Source: an optimization exercise on an open RTL-to-GDS flow (aim: small area, a short achievable clock period and few clock cycles per item). Production flows keep margins and buffers that such runs may drop. Function was checked by simulation only, so behaviour that the tests miss may differ from the original.

==> design/flow/design.v <==
module WD(
    clk,
    rst_n,
    in_valid,
    keyboard,
    answer,
    weight,
    match_target,
    out_valid,
    result,
    out_value
);
input clk, rst_n, in_valid;
input [4:0] keyboard, answer;
input [3:0] weight;
input [2:0] match_target;
output out_valid;
output [4:0]  result;
output [10:0] out_value;
localparam LOAD = 2'd0;
localparam SEL  = 2'd1;
localparam EVAL = 2'd2;
localparam OUTP = 2'd3;
localparam PNONE = 3'd0;
localparam PDESC = 3'd1;
localparam PBACK = 3'd2;
localparam PNEXT = 3'd4;
integer i, j, s;
reg [1:0] st;
reg [2:0] cnt;
reg [4:0] kv [0:7];
reg [2:0] kt [0:7];
reg [4:0] bc [0:4];
reg [3:0] w [0:4];
reg [2:0] ta, nt;
reg ok2;
reg [10:0] bv;
reg [9:0] bcode;
reg found;
reg [4:0] lvh;               
reg [2:0] cs [0:3];          
reg [7:0] used;
reg [7:0] pm;                
reg [4:0] da, dn, dx;        
reg [4:0] pa, px;            
reg [7:0] abover;
reg [2:0] trr;
reg [2:0] pend;                
reg pbetter;
reg [7:0] tselr;
reg tans, tfix, trest;
reg [4:0] cpr [0:4];
assign out_valid = (st == OUTP);
assign result    = (cnt == 3'd0) ? bc[0] : (cnt == 3'd1) ? bc[1] :
                   (cnt == 3'd2) ? bc[2] : (cnt == 3'd3) ? bc[3] : bc[4];
assign out_value = bv;
function [4:0] therm;
    input [2:0] v;
    begin
        therm[0] = (v > 3'd0);
        therm[1] = (v > 3'd1);
        therm[2] = (v > 3'd2);
        therm[3] = (v > 3'd3);
        therm[4] = (v > 3'd4);
    end
endfunction
function tle;
    input [4:0] x, y;
    begin
        tle = ~|(x & ~y);
    end
endfunction
function lt21;
    input [20:0] a, b;
    reg l, e;
    integer k;
    begin
        l = 1'b0;
        e = 1'b1;
        for (k = 20; k >= 0; k = k - 1) begin
            l = l | (e & ~a[k] & b[k]);
            e = e & ~(a[k] ^ b[k]);
        end
        lt21 = l;
    end
endfunction
function eq21;
    input [20:0] a, b;
    begin
        eq21 = ~|(a ^ b);
    end
endfunction
function lt20;
    input [19:0] a, b;
    reg l, e;
    integer k;
    begin
        l = 1'b0;
        e = 1'b1;
        for (k = 19; k >= 0; k = k - 1) begin
            l = l | (e & ~a[k] & b[k]);
            e = e & ~(a[k] ^ b[k]);
        end
        lt20 = l;
    end
endfunction
function lt5;
    input [4:0] a, b;
    reg l, e;
    integer k;
    begin
        l = 1'b0;
        e = 1'b1;
        for (k = 4; k >= 0; k = k - 1) begin
            l = l | (e & ~a[k] & b[k]);
            e = e & ~(a[k] ^ b[k]);
        end
        lt5 = l;
    end
endfunction
function lt4;
    input [3:0] a, b;
    reg l, e;
    integer k;
    begin
        l = 1'b0;
        e = 1'b1;
        for (k = 3; k >= 0; k = k - 1) begin
            l = l | (e & ~a[k] & b[k]);
            e = e & ~(a[k] ^ b[k]);
        end
        lt4 = l;
    end
endfunction
function [2:0] cnt7;
    input [6:0] x;
    reg s1, c1, s2, c2, s3, c3;
    begin
        s1 = x[0] ^ x[1] ^ x[2];
        c1 = (x[0] & x[1]) | (x[0] & x[2]) | (x[1] & x[2]);
        s2 = x[3] ^ x[4] ^ x[5];
        c2 = (x[3] & x[4]) | (x[3] & x[5]) | (x[4] & x[5]);
        s3 = s1 ^ s2 ^ x[6];
        c3 = (s1 & s2) | (s1 & x[6]) | (s2 & x[6]);
        cnt7[0] = s3;
        cnt7[1] = c1 ^ c2 ^ c3;
        cnt7[2] = (c1 & c2) | (c1 & c3) | (c2 & c3);
    end
endfunction
reg [7:0] gt;
reg [2:0] ktu [0:7];
reg [2:0] ktn [0:7];
reg [2:0] xtag;
reg [2:0] spn [0:4];
reg [4:0] wb [0:4];
always @(*) begin
    for (i = 0; i < 8; i = i + 1) begin
        gt[i] = (cnt > i) && lt5(keyboard, kv[i]);
        ktu[i] = ((cnt > i) && (cnt < 5) && (kv[i] == answer)) ? cnt : kt[i];
    end
    xtag = 3'd7;
    for (j = 0; j < 5; j = j + 1)
        if ((cnt > j) && (bc[j] == keyboard)) xtag = j;
    if ((cnt < 5) && (keyboard == answer)) xtag = cnt;
    for (i = 0; i < 8; i = i + 1) begin
        if (gt[i]) ktn[i] = ktu[i];
        else if (i == 0) ktn[i] = xtag;
        else if (gt[i - 1]) ktn[i] = xtag;
        else ktn[i] = ktu[i - 1];
    end
    for (i = 0; i < 5; i = i + 1)
        for (j = 0; j < 5; j = j + 1)
            if (i < j) wb[i][j] = !lt4(w[i], w[j]);
            else wb[i][j] = 1'b0;
    for (j = 0; j < 5; j = j + 1) begin
        spn[j] = 3'd0;
        for (i = 0; i < 5; i = i + 1) begin
            if (i < j && wb[i][j]) spn[j] = spn[j] + 3'd1;
            if (i > j && !wb[j][i]) spn[j] = spn[j] + 3'd1;
        end
    end
end
reg [7:0] isans;
reg [4:0] ko [0:7];          
reg [4:0] spo [0:4];         
always @(*) begin
    for (i = 0; i < 8; i = i + 1) begin
        isans[i] = (kt[i] != 3'd7);
        for (s = 0; s < 5; s = s + 1)
            ko[i][s] = (kt[i] == s);
    end
    for (j = 0; j < 5; j = j + 1)
        for (s = 0; s < 5; s = s + 1)
            spo[j][s] = (spn[j] == s);
end
reg [4:0] lvhe, dae, dne, dxe, pae, pxe;
reg [7:0] usede, pme;
reg [2:0] cse [0:3];
reg founde;
reg [2:0] prevc;
reg [7:0] prevsel, prevabove;
reg prevfix, prevans;
always @(*) begin
    prevc = lvh[1] ? cs[0] : lvh[2] ? cs[1] : lvh[3] ? cs[2] : cs[3];
    for (i = 0; i < 8; i = i + 1)
        prevsel[i] = (prevc == i);
    prevabove[0] = 1'b0;
    for (i = 1; i < 8; i = i + 1)
        prevabove[i] = prevabove[i - 1] | prevsel[i - 1];
    prevans = |(prevsel & isans);
    prevfix = |(ko[prevc] & {1'b0, lvh[4:1]});
    lvhe = lvh;
    usede = used;
    pme = pm;
    dae = da;
    dne = dn;
    dxe = dx;
    pae = pa;
    pxe = px;
    for (s = 0; s < 4; s = s + 1)
        cse[s] = cs[s];
    founde = found | pbetter;
    case (1'b1)
        pend[0]: begin
            for (s = 0; s < 4; s = s + 1)
                if (lvh[s]) cse[s] = trr;
            usede = used | tselr;
            lvhe = lvh << 1;
            pme = 8'hff;
            if (tfix) dae = da >> 1;
            if (tans) dne = dn >> 1;
            else dxe = dx >> 1;
            pae = pa & ~{lvh[3:0], 1'b0};
            pxe = px & ~{lvh[3:0], 1'b0};
        end
        pend[1]: begin
            lvhe = lvh >> 1;
            usede = used & ~prevsel;
            pme = prevabove;
            if (prevfix) dae = {da[3:0], 1'b1};
            if (prevans) dne = {dn[3:0], 1'b1};
            else dxe = {dx[3:0], 1'b1};
        end
        pend[2]: begin
            pme = abover;
            if (!lvh[4]) begin
                if (tans) pae = pa | lvh;
                else pxe = px | lvh;
            end
        end
        default: ;
    endcase
end
reg [4:0] lvgt;              
reg [4:0] fu;
reg [3:0] px4;
reg [4:0] pat;
reg [3:0] typeok;
reg [7:0] fixh, later, feas, pref, tsel, above, restm;
reg paL, pxL, anyf, t_ans, t_fix, rest_nz;
reg [2:0] t;
always @(*) begin
    lvgt[0] = 1'b0;
    for (s = 1; s < 5; s = s + 1)
        lvgt[s] = lvgt[s - 1] | lvhe[s - 1];
    for (s = 0; s < 5; s = s + 1) begin
        fu[s] = 1'b1;
        for (i = 0; i < 8; i = i + 1)
            if (usede[i] && ko[i][s]) fu[s] = 1'b0;
    end
    px4 = fu[4:1] & lvgt[4:1];
    pat[0] = |px4;
    pat[1] = (px4[0] & (px4[1] | px4[2] | px4[3])) | (px4[1] & (px4[2] | px4[3])) | (px4[2] & px4[3]);
    pat[2] = (px4[0] & px4[1] & (px4[2] | px4[3])) | (px4[2] & px4[3] & (px4[0] | px4[1]));
    pat[3] = &px4;
    pat[4] = 1'b0;
    typeok[0] = ok2 && dxe[0] && tle(dae, pat) && tle(dae, dne);
    typeok[1] = ok2 && dae[0] && dne[0] && tle(dae >> 1, pat) && tle(dae, dne);
    typeok[2] = ok2 && dne[0] && pat[0] && tle(dae, pat >> 1) && tle(dae, dne >> 1);
    typeok[3] = ok2 && dne[0] && tle(dae, pat) && tle(dae, dne >> 1);
    paL = |(pae & lvhe);
    pxL = |(pxe & lvhe);
    for (i = 0; i < 8; i = i + 1) begin
        fixh[i] = |(ko[i] & lvhe);
        later[i] = |(ko[i] & lvgt);
        feas[i] = !usede[i] && pme[i] &&
                  (isans[i] ? (!paL && (fixh[i] ? typeok[1] : later[i] ? typeok[2] : typeok[3]))
                            : (!pxL && typeok[0]));
    end
    pref[0] = 1'b0;
    for (i = 1; i < 8; i = i + 1)
        pref[i] = pref[i - 1] | feas[i - 1];
    tsel = feas & ~pref;
    anyf = |feas;
    above[0] = 1'b0;
    for (i = 1; i < 8; i = i + 1)
        above[i] = above[i - 1] | tsel[i - 1];
    t[0] = tsel[1] | tsel[3] | tsel[5] | tsel[7];
    t[1] = tsel[2] | tsel[3] | tsel[6] | tsel[7];
    t[2] = tsel[4] | tsel[5] | tsel[6] | tsel[7];
    t_ans = |(tsel & isans);
    t_fix = |(tsel & fixh);
    restm = feas & above & (t_ans ? ~isans : isans);
    rest_nz = |restm;
end
reg [7:0] ua, ux, take;
reg [4:0] nda, ndx, tca, tcx, ma, mx;
reg [2:0] cab, cxb;
reg [5:0] ea, ex;
reg [3:0] rkh;
reg [4:0] slh [0:7];         
reg [4:0] cpos [0:4];
reg [7:0] below;
always @(*) begin
    ua = ~usede & isans;
    ux = ~usede & ~isans;
    nda = t_ans ? (dne >> 1) : dne;
    ndx = t_ans ? dxe : (dxe >> 1);
    for (i = 0; i < 8; i = i + 1) begin
        for (j = 0; j < 8; j = j + 1)
            below[j] = (j < i);
        cab = cnt7(ua[6:0] & below[6:0]);
        cxb = cnt7(ux[6:0] & below[6:0]);
        tca = therm(cab);
        tcx = therm(cxb);
        if (above[i] && t_ans) tca = tca >> 1;
        if (above[i] && !t_ans) tcx = tcx >> 1;
        take[i] = !tsel[i] && (isans[i] ? (ua[i] && |(nda & ~tca)) : (ux[i] && |(ndx & ~tcx)));
        ma = tca & nda;
        mx = tcx & ndx;
        ea = {ma, 1'b1} & ~{1'b0, ma};
        ex = {mx, 1'b1} & ~{1'b0, mx};
        rkh[0] = ea[0] & ex[0];
        rkh[1] = (ea[1] & ex[0]) | (ea[0] & ex[1]);
        rkh[2] = (ea[2] & ex[0]) | (ea[1] & ex[1]) | (ea[0] & ex[2]);
        rkh[3] = (ea[3] & ex[0]) | (ea[2] & ex[1]) | (ea[1] & ex[2]) | (ea[0] & ex[3]);
        slh[i] = 5'd0;
        if (tsel[i]) slh[i] = lvhe;
        else if (usede[i]) begin
            for (s = 0; s < 4; s = s + 1)
                if (!lvgt[s] && !lvhe[s] && cse[s] == i) slh[i] = slh[i] | (5'd1 << s);
        end else if (take[i]) begin
            slh[i] = ({5{rkh[0]}} & {lvhe[3:0], 1'b0}) |
                     ({5{rkh[1]}} & {lvhe[2:0], 2'b0}) |
                     ({5{rkh[2]}} & {lvhe[1:0], 3'b0}) |
                     ({5{rkh[3]}} & {lvhe[0], 4'b0});
        end
    end
    for (j = 0; j < 5; j = j + 1) begin
        cpos[j] = 5'd0;
        for (i = 0; i < 8; i = i + 1)
            if (|(slh[i] & spo[j])) cpos[j] = cpos[j] | kv[i];
    end
end
reg [11:0] ssum;
reg [9:0] code;
reg better, prune, ltb;
always @(*) begin
    ssum = cpr[0] * w[0] + cpr[1] * w[1] + cpr[2] * w[2] + cpr[3] * w[3] + cpr[4] * w[4];
    code = {cpr[0], 4'd0} + {1'b0, cpr[1], 3'd0} + {2'b0, cpr[2], 2'd0} +
           {3'b0, cpr[3], 1'b0} + {4'b0, cpr[4]};
    ltb = lt21({ssum[10:0], code}, {bv, bcode});
    better = !ltb && (!eq21({ssum[10:0], code}, {bv, bcode}) ||
             lt20({cpr[0], cpr[1], cpr[2], cpr[3]}, {bc[0], bc[1], bc[2], bc[3]}));
    prune = found && !ssum[11] && ltb;
    abover[0] = 1'b0;
    for (i = 1; i < 8; i = i + 1)
        abover[i] = abover[i - 1] | tselr[i - 1];
    trr[0] = tselr[1] | tselr[3] | tselr[5] | tselr[7];
    trr[1] = tselr[2] | tselr[3] | tselr[6] | tselr[7];
    trr[2] = tselr[4] | tselr[5] | tselr[6] | tselr[7];
end
reg sbt, sdesc, done;
reg [2:0] eprevc;
reg [7:0] eprevsel, eprevabove;
reg eprevfix, eprevans;
always @(*) begin
    sbt = !anyf;
    sdesc = anyf && !lvhe[4] && !founde;
    done = (pend[1] && lvh[0]) || (sbt && lvhe[0]);
    eprevc = lvhe[1] ? cse[0] : lvhe[2] ? cse[1] : lvhe[3] ? cse[2] : cse[3];
    for (i = 0; i < 8; i = i + 1)
        eprevsel[i] = (eprevc == i);
    eprevabove[0] = 1'b0;
    for (i = 1; i < 8; i = i + 1)
        eprevabove[i] = eprevabove[i - 1] | eprevsel[i - 1];
    eprevans = |(eprevsel & isans);
    eprevfix = |(ko[eprevc] & {1'b0, lvhe[4:1]});
end
always @(posedge clk or negedge rst_n) begin
    if (!rst_n) begin
        st <= LOAD;
        cnt <= 3'd0;
    end else begin
        case (st)
            LOAD: begin
                if (in_valid) begin
                    cnt <= cnt + 3'd1;
                    if (cnt == 3'd7) st <= SEL;
                end
            end
            SEL: begin
                if (done) begin
                    st <= OUTP;
                    cnt <= 3'd0;
                end else if (anyf && !sdesc) st <= EVAL;
            end
            EVAL: begin
                if (!lvh[4] && lvh[0] && prune && !trest) begin
                    st <= OUTP;
                    cnt <= 3'd0;
                end else st <= SEL;
            end
            OUTP: begin
                cnt <= cnt + 3'd1;
                if (cnt == 3'd4) begin
                    st <= LOAD;
                    cnt <= 3'd0;
                end
            end
        endcase
    end
end
always @(posedge clk) begin
    for (j = 0; j < 5; j = j + 1)
        cpr[j] <= cpos[j];
    tselr <= tsel;
    tans <= t_ans;
    tfix <= t_fix;
    trest <= rest_nz;
end
always @(posedge clk) begin
    if (st == LOAD) begin
        if (in_valid) begin
            for (i = 0; i < 8; i = i + 1) begin
                if (!gt[i]) begin
                    if (i == 0 || gt[i - 1]) kv[i] <= keyboard;
                    else kv[i] <= kv[i - 1];
                end
                if (cnt == 3'd7 && ktn[i] != 3'd7) kt[i] <= spn[ktn[i]];
                else kt[i] <= ktn[i];
            end
            if (cnt < 5) begin
                bc[cnt] <= answer;
                w[cnt] <= weight;
            end
            if (cnt == 3'd0) ta <= match_target;
            if (cnt == 3'd1) nt <= ta + match_target;
            if (cnt == 3'd7) begin
                for (j = 0; j < 5; j = j + 1)
                    bc[j] <= 5'd0;
                ok2 <= (nt >= 3'd2);
                lvh <= 5'b00001;
                used <= 8'd0;
                pm <= 8'hff;
                da <= therm(ta);
                dn <= therm(nt);
                dx <= therm(3'd5 - nt);
                pa[0] <= 1'b0;
                px[0] <= 1'b0;
                bv <= 11'd0;
                bcode <= 10'd0;
                found <= 1'b0;
                pend <= PNONE;
                pbetter <= 1'b0;
            end
        end
    end else if (st == SEL) begin
        if (sbt) begin
            lvh <= lvhe >> 1;
            used <= usede & ~eprevsel;
            pm <= eprevabove;
            da <= eprevfix ? {dae[3:0], 1'b1} : dae;
            dn <= eprevans ? {dne[3:0], 1'b1} : dne;
            dx <= eprevans ? dxe : {dxe[3:0], 1'b1};
            pa <= pae;
            px <= pxe;
        end else if (sdesc) begin
            lvh <= lvhe << 1;
            used <= usede | tsel;
            pm <= 8'hff;
            da <= t_fix ? (dae >> 1) : dae;
            dn <= t_ans ? (dne >> 1) : dne;
            dx <= t_ans ? dxe : (dxe >> 1);
            pa <= pae & ~{lvhe[3:0], 1'b0};
            px <= pxe & ~{lvhe[3:0], 1'b0};
        end else begin
            lvh <= lvhe;
            used <= usede;
            pm <= pme;
            da <= dae;
            dn <= dne;
            dx <= dxe;
            pa <= pae;
            px <= pxe;
        end
        for (s = 0; s < 4; s = s + 1)
            cs[s] <= (sdesc && lvhe[s]) ? t : cse[s];
        pend <= PNONE;
        pbetter <= 1'b0;
        if (pbetter) begin
            found <= 1'b1;
            bv <= ssum[10:0];
            bcode <= code;
            for (j = 0; j < 5; j = j + 1)
                bc[j] <= cpr[j];
        end
    end else if (st == EVAL) begin
        if (lvh[4]) begin
            pbetter <= better;
            pend <= ssum[11] ? PNEXT : PBACK;
        end else if (!prune) pend <= PDESC;
        else pend <= trest ? PNEXT : PBACK;
    end
end
endmodule
==> design/flow/run.sh <==
#!/bin/bash
# synth_recipe.tcl (not shown) runs the flow's synth.tcl, then flattens the netlist and writes it again
# the make line also repeats each setting of config.mk as NAME=value (left out here)
make -C /OpenROAD-flow-scripts/flow DESIGN_CONFIG=/design/flow/config.mk WORK_HOME=/design/flow/orfs CLKGATE_MAP_FILE= SYNTH_SCRIPT=/design/flow/synth_recipe.tcl finish
==> design/flow/config.mk <==
export PLATFORM = sky130hd
export DESIGN_NAME = WD
export DESIGN_NICKNAME = WD
export VERILOG_FILES = /design/flow/design.v
export SDC_FILE = /design/flow/constraint.sdc
export NUM_CORES = 4
export LEC_CHECK = 0
export ABC_AREA = 1
export CAP_MARGIN = 5
export CORE_MARGIN = 2
export CORE_UTILIZATION = 40
export PLACE_DENSITY = 0.7
export SETUP_SLACK_MARGIN = 4
export SLEW_MARGIN = 5
==> design/flow/constraint.sdc <==
create_clock -name core_clock -period 12.0 [get_ports {clk}]
set_input_delay 2.4000 -clock core_clock [delete_from_list [all_inputs] [get_ports {clk}]]
set_output_delay 2.4000 -clock core_clock [all_outputs]
set_load 0.01 [all_outputs]
==> impl_metrics.json, run 1 <==
{
  "layout_setup_ws_ns": 4.25,
  "drive_gt1_share_pct": 8.57,
  "first_global_vias": 31800,
  "vias_per_cell": 5.87,
  "crit_required_ns": 12.42,
  "worstPathMaxFanout": 6,
  "yosysMostFrequentCell": "nand2_1",
  "synth_xor_area_share_pct": 1.71,
  "maxCapViolCount": 0,
  "netlist_area_um2": 30700,
  "clock_latency_ns": 0.57,
  "status": "finished clean",
  "fin_crit_sh_pct": 64.5,
  "syn_area_per_cell_um2": 6.35,
  "max_stage_delay_ns": 0.56,
  "startpoint_type": "flip-flop",
  "drt-initial-drc-count": 5387,
  "grt_pass1_wl_mm": 208,
  "synth-seq-cells": 241,
  "hold_class": "reg -> reg",
  "grt_max_degree": 51,
  "synth_top_family_by_area": "simple AND/OR/NAND/NOR gates",
  "cts-root-buf": "clkbuf_16",
  "die_area_um2": 78900,
  "endpoint_kind": "flip-flop",
  "num_vias": 35100,
  "pin_count": 37,
  "synth-async-reset-ratio_pct": 2.07,
  "wl_mm": 144,
  "worstMarginPinSlew_ns": 1.39,
  "cp_common_cell": "fa_1",
  "synth_top_area_share_pct": 19.6,
  "dr.pass1.iters": 8,
  "cpMaxStageDelayCell": "fa_1",
  "clock_skew_ns": 0.0232,
  "synth_compound_gate_area_share_pct": 16.9,
  "final_antenna_net_count": 0,
  "fmax_ghz": 0.129,
  "tritoncts": "yes",
  "start_util_pct": 40.4,
  "antenna_found_initial": 2,
  "clock_path_buffers": 3,
  "clock-sinks": 241,
  "htreeDepth": 2,
  "yosys-top-cells-count": "nand2_1, inv_1, nor2_1",
  "numPortBuffers": 36,
  "syn2layout_area_growth_pct": 11.3,
  "synth_top_flop_cell": "edfxtp_1",
  "critical-path-top-delay-family": "adder cells",
  "yosys.area_share.simple_pct": 35.0,
  "die_h_um": 281,
  "cts_buffers": 34,
  "grt_remaining_overflow": 0,
  "synthMuxAreaShare_pct": 0.143,
  "synthDistinctLibCells": 75,
  "path_class": "reg -> reg",
  "worstPathArrival_ns": 8.17,
  "layout_min_cycle_time_ns": 7.75,
  "layout.nets": 5181,
  "coreArea_um2": 75900,
  "synth_top_cell_by_area": "edfxtp_1",
  "finalSetupViolations": 0,
  "grt_util_all_layers_pct": 35.4,
  "die_width_um": 281,
  "dp_slack_ns": 3.15,
  "slew_headroom_pct": 6.76,
  "synth_fa_ha_area_share_pct": 12.4,
  "drc_errors": 0,
  "synth_fp_nets": 5092,
  "synth_warnings": 15,
  "wire_per_inst_um": 24.0,
  "dpl.hpwl_mm": 112,
  "synth_edf_count": 200,
  "path_buf_inv": 7,
  "synthTopCellsByArea": "edfxtp_1, nand2_1, inv_1",
  "ys_seq_area_share_pct": 22.3,
  "ctsHoldBuffers": 0,
  "slew_violations": 0,
  "gp_congestion": 1.06,
  "synth_cells": 4832,
  "hold_viol": 0,
  "clkTransAtPathRegs_ns": 0.06,
  "fin_hold_ws_ns": 0.585,
  "rsz0062_at_grt": "false",
  "row_count": 101,
  "setup_tns_ns": 0
}
-- stage by stage --
step	utilization, %	area (um^2)	cells
final	45.0	34100	5976
after CTS	44.2	33600	5931
after detailed placement	42.4	32200	5842
after global routing	45.0	34100	5976
after floorplan	-	30700	4832
after global placement	42.4	32200	5842
-- kinds of logic (layout without fill, tap and decap cells) --
kind of cell,Yosys count,in the layout
buf+inv,883,993
fa+ha+maj,241,241
other cells,0,1
flops,241,241
xor+xnor,60,60
compound gates,870,870
mux,4,4
simple gates,2533,2536
-- layout make-up --
type                       count  area, um^2
sequential                   241        6890
inverter                     751        2840
fill                        7921       41800
timing repair buffer         182        1480
clock buffer                  43         916
clock inverter                17         134
tap                         1030        1290
antenna                        1        2.50
multi-input combinational   3711       20600
-- cell usage in the layout (no fill, tap or decap), drive strengths merged, types with 10 or more instances in the layout --
master	n
ha	136
or2	18
nand3b	11
o221ai	19
o21ai	386
nor2	568
nand4	58
a31oi	30
clkdlybuf4s50	36
inv	723
fa	104
dfxtp	36
o21bai	31
nor4	22
a21oi	173
a22oi	17
o21a	10
o2111ai	16
xor2	45
nand2	1433
nor3	124
edfxtp	200
xnor2	15
o211ai	26
o22ai	69
a21o	10
buf	145
clkinv	39
nand3	300
a221oi	21
clkbuf	44
-- tightest hold or removal path, delay by kind of cell, from the launching register on --
family / cells / cell delay [ns]
flops: 1 / 0.34
simple gates: 1 / 0.07
compound gates: 1 / 0.06
-- sequential cells by signal, indices dropped and copies added, names as in the netlist, 2 cells and up --
register and flops:
nt 3, da 5, lvh 5, bv 11, bc 25, tselr 8, w 20, kt 24
cs 12, used 8, kv 40, cnt 3, bcode 10, pm 8, st 2, ta 3
dx 5, pa 5, pend 3, px 5, dn 5, cpr 25
-- metal layers --
| metal | part of all wire [%] | global-route usage, % | vias to the layer above | wire length [um] |
|---|---|---|---|---|
| met1 | 41 | 49.7 | 16200 | 59500 |
| met5 | 0.0091 | 0 | - | 13 |
| met3 | 13 | 8.87 | 433 | 18600 |
| met4 | 4.9 | 14.9 | 2 | 6960 |
| met2 | 41 | 51.2 | 2373 | 58400 |
| li1 | - | - | 16000 | - |
-- path summary, 6_finish.rpt --
path	start	end	slack (ns)	depth (start not counted)
worst min register to register	px[0]	px[0]	0.59	2
worst max register to register	w[4][2]	cnt[2]	4.25	37
min in group asynchronous	rst_n	cnt[1]	2.09	1
max in group asynchronous	rst_n	st[0]	9.67	1
worst max-delay path	w[4][2]	cnt[2]	4.25	37
worst min-delay path	px[0]	px[0]	0.59	2
-- what timing repair did --
action	4_1_cts	5_1_grt
gates resized for setup	34	60
pin swaps	2	29
setup buffers	28	41
gates cloned	1	2
setup endpoints to repair	29	32
Testbench counts, summed over its fixed seeds: cycles 2,236, items 48.
==> run 2: changes to the inputs <==
--- a/design/flow/config.mk
+++ b/design/flow/config.mk
@@ -9,6 +9,6 @@
 export CAP_MARGIN = 5
 export CORE_MARGIN = 2
 export CORE_UTILIZATION = 40
-export PLACE_DENSITY = 0.7
-export SETUP_SLACK_MARGIN = 4
+export PLACE_DENSITY = 0.6
+export SETUP_SLACK_MARGIN = 4.5
 export SLEW_MARGIN = 5
==> run 2 against run 1 <==
Cell count increased by 0.33%. Still clean on timing, DRC and antenna. Sequential cell count unchanged. Maximum frequency increased by 2.6%. Critical path depth decreased by 1. Highest routed layer unchanged.
==> impl_metrics.json, run 2 <==
{
  "status": "finished clean",
  "path_class": "reg -> reg",
  "grt_remaining_overflow": 0,
  "maxCapViolCount": 0,
  "dpl.hpwl_mm": 115,
  "cp_common_cell": "fa_1",
  "fin_area_um2": 34700,
  "max_stage_delay_ns": 0.57,
  "synth_cells": 4832,
  "hold_class": "reg -> reg",
  "layout_min_cycle_time_ns": 7.55,
  "layout_commonest_cell": "nand2_1",
  "cts_buffers": 31,
  "synthTopCellsByArea": "edfxtp_1, nand2_1, inv_1",
  "clock_latency_ns": 0.64,
  "endpoint_kind": "flip-flop",
  "syn_area_per_cell_um2": 6.35,
  "setup_tns_ns": 0,
  "fillerInstances": 8005,
  "mostFrequentLayoutCells": "nand2_1, inv_1, nor2_1",
  "drt-initial-drc-count": 5144,
  "clkTransAtPathRegs_ns": 0.06,
  "startpoint_type": "flip-flop",
  "die_width_um": 281,
  "drive_gt1_share_pct": 10.4,
  "top_register": "kv",
  "die_area_um2": 78900,
  "row_count": 101,
  "ctsHoldBuffers": 0,
  "syn2layout_area_growth_pct": 13.2,
  "dp_slack_ns": 2.87,
  "synth_top_flop_cell": "edfxtp_1",
  "hold_viol": 0,
  "slew_violations": 0,
  "grt_max_degree": 52,
  "worstMarginPinSlew_ns": 1.18,
  "synth_fp_nets": 5092,
  "wl_mm": 146,
  "gp_congestion": 1.09,
  "clock_path_buffers": 3,
  "fin_crit_sh_pct": 62.9,
  "slew_headroom_pct": 21.0,
  "placed_area_um2": 32200,
  "reg_top3": "kv: 40 flops, bc: 25 flops, cpr: 25 flops",
  "ys_seq_area_share_pct": 22.3,
  "fin_hold_ws_ns": 0.573,
  "cpMaxStageDelayCell": "fa_1",
  "yosysMostFrequentCell": "nand2_1",
  "synth-seq-cells": 241,
  "rsz0062_at_grt": "true",
  "drc_errors": 0,
  "pin_count": 37,
  "dr.pass1.iters": 8,
  "synth_warnings": 15,
  "start_util_pct": 40.4,
  "htreeDepth": 1,
  "yosys-top-cells-count": "nand2_1, inv_1, nor2_1",
  "die_h_um": 281,
  "finalSetupViolations": 0,
  "synth_edf_count": 200,
  "largest_register_ffs": 40,
  "tritoncts": "yes",
  "worstPathArrival_ns": 8.00,
  "num_vias": 35100,
  "coreArea_um2": 75900,
  "synth_top_area_share_pct": 19.6,
  "layout_setup_ws_ns": 4.45,
  "final_antenna_net_count": 0,
  "clock-sinks": 241,
  "synth_top_cell_by_area": "edfxtp_1",
  "clock_skew_ns": 0.0479,
  "first_global_vias": 31700,
  "numPortBuffers": 36,
  "synthDistinctLibCells": 75,
  "layout.nets": 5202,
  "antenna_cells": 0,
  "grt_pass1_wl_mm": 212,
  "antenna_found_initial": 2,
  "grt_util_all_layers_pct": 36.3,
  "worstPathMaxFanout": 6,
  "cts-root-buf": "clkbuf_16",
  "fmax_ghz": 0.133,
  "synth-async-reset-ratio_pct": 2.07,
  "vias_per_cell": 5.85,
  "critical-path-top-delay-family": "adder cells",
  "netlist_area_um2": 30700,
  "path_buf_inv": 7,
  "crit_required_ns": 12.45,
  "wire_per_inst_um": 24.4,
  "utilization_pct": 45.7
}
## run 2: logic make-up (layout without fill, tap and decap cells)
family                     after synthesis  after routing  synth area share (%)
AOI/OAI and AO/OA                      870            870                  16.9
xor gates and xnor gates                60             60                  1.71
adders and majority gates              241            241                  12.4
buffers and inverters                  883           1014                  11.5
DFF                                    241            241                  22.3
muxes                                    4              4                 0.143
and+or+nand+nor                       2533           2536                  35.0
## run 2: worst paths after layout
check	startpoint	endpoint	slack (ns)	cells after the start
min in group asynchronous	rst_n	st[1]	2.06	1
worst min register to register	kv[4][0]	kv[5][0]	0.57	2
max in group asynchronous	rst_n	st[0]	9.70	1
worst min-delay path	kv[4][0]	kv[5][0]	0.57	2
worst max register to register	w[4][1]	cnt[2]	4.45	36
worst max-delay path	w[4][1]	cnt[2]	4.45	36
## run 2: cell type report
class | instances | area, um^2 | share of cell area (%)
clock buffers | 44 | 907 | 2.61
inverters | 751 | 2850 | 8.21
clock inverters | 13 | 135 | 0.389
multi-input cells | 3711 | 20900 | 60.3
flip-flops and latches | 241 | 6900 | 19.9
repair buffers | 206 | 1700 | 4.89
well taps | 1030 | 1290 | 3.71
## run 2: routing by layer
| layer | GRT usage (%) | share of wire (%) |
|---|---|---|
| met5 | 0 | 0.0082 |
| met4 | 13.8 | 4.6 |
| met3 | 8.12 | 12 |
| met2 | 51.6 | 40 |
| met1 | 52.8 | 43 |
## run 2: tightest hold or removal path, delay by kind of cell, from the launching register on
kind	cells	cell delay (ns)
AOI/OAI and AO/OA	1	0.06
DFF	1	0.35
and+or+nand+nor	1	0.06
## run 2: repair_timing
item	CTS	global route
pin swaps	46	35
buffers inserted	61	38
resized for setup	89	99
endpoints found under the setup margin	34	33
gates cloned	3	0
## run 2: metrics by stage
step / cells
6_report: 5996
5_1_grt: 5996
4_1_cts: 5958
3_5_place_dp: 5837
3_3_place_gp: 5837
2_1_floorplan: 4832

## afterwards: timing with drivers on the ports
In the flow no input, the clock included, has a driving cell. The finished layouts below were timed again as built, in two steps.
Step 1: set_driving_cell puts a clkbuf_16 on clk and a buf_2 on each other input, an assumption about the parent block.
Step 2 moves the port delays by t, midway between the first and last clock arrival at a register: inputs arrive t later, outputs are due t later. That takes back most of the time a late clock gives input paths.
a / b / c = ideal / step 1 / step 2; a / b = the first two.
| run | t, ns | slack for setup (ns) | hold WS [ns] | worst setup path after step 2 |
|---|---|---|---|---|
| run 1 | 0.629 | 4.254 / 4.254 / 4.228 | 0.585 / 0.585 / 0.585 | input to register |
| run 2 | 0.680 | 4.454 / 4.454 / 4.454 | 0.573 / 0.573 / 0.573 | register to register |
After both steps setup and hold are still met in every run listed. For run 1, which loses most, drivers alone change the setup slack by 0.000 ns; drivers and shift together by -0.026 ns.
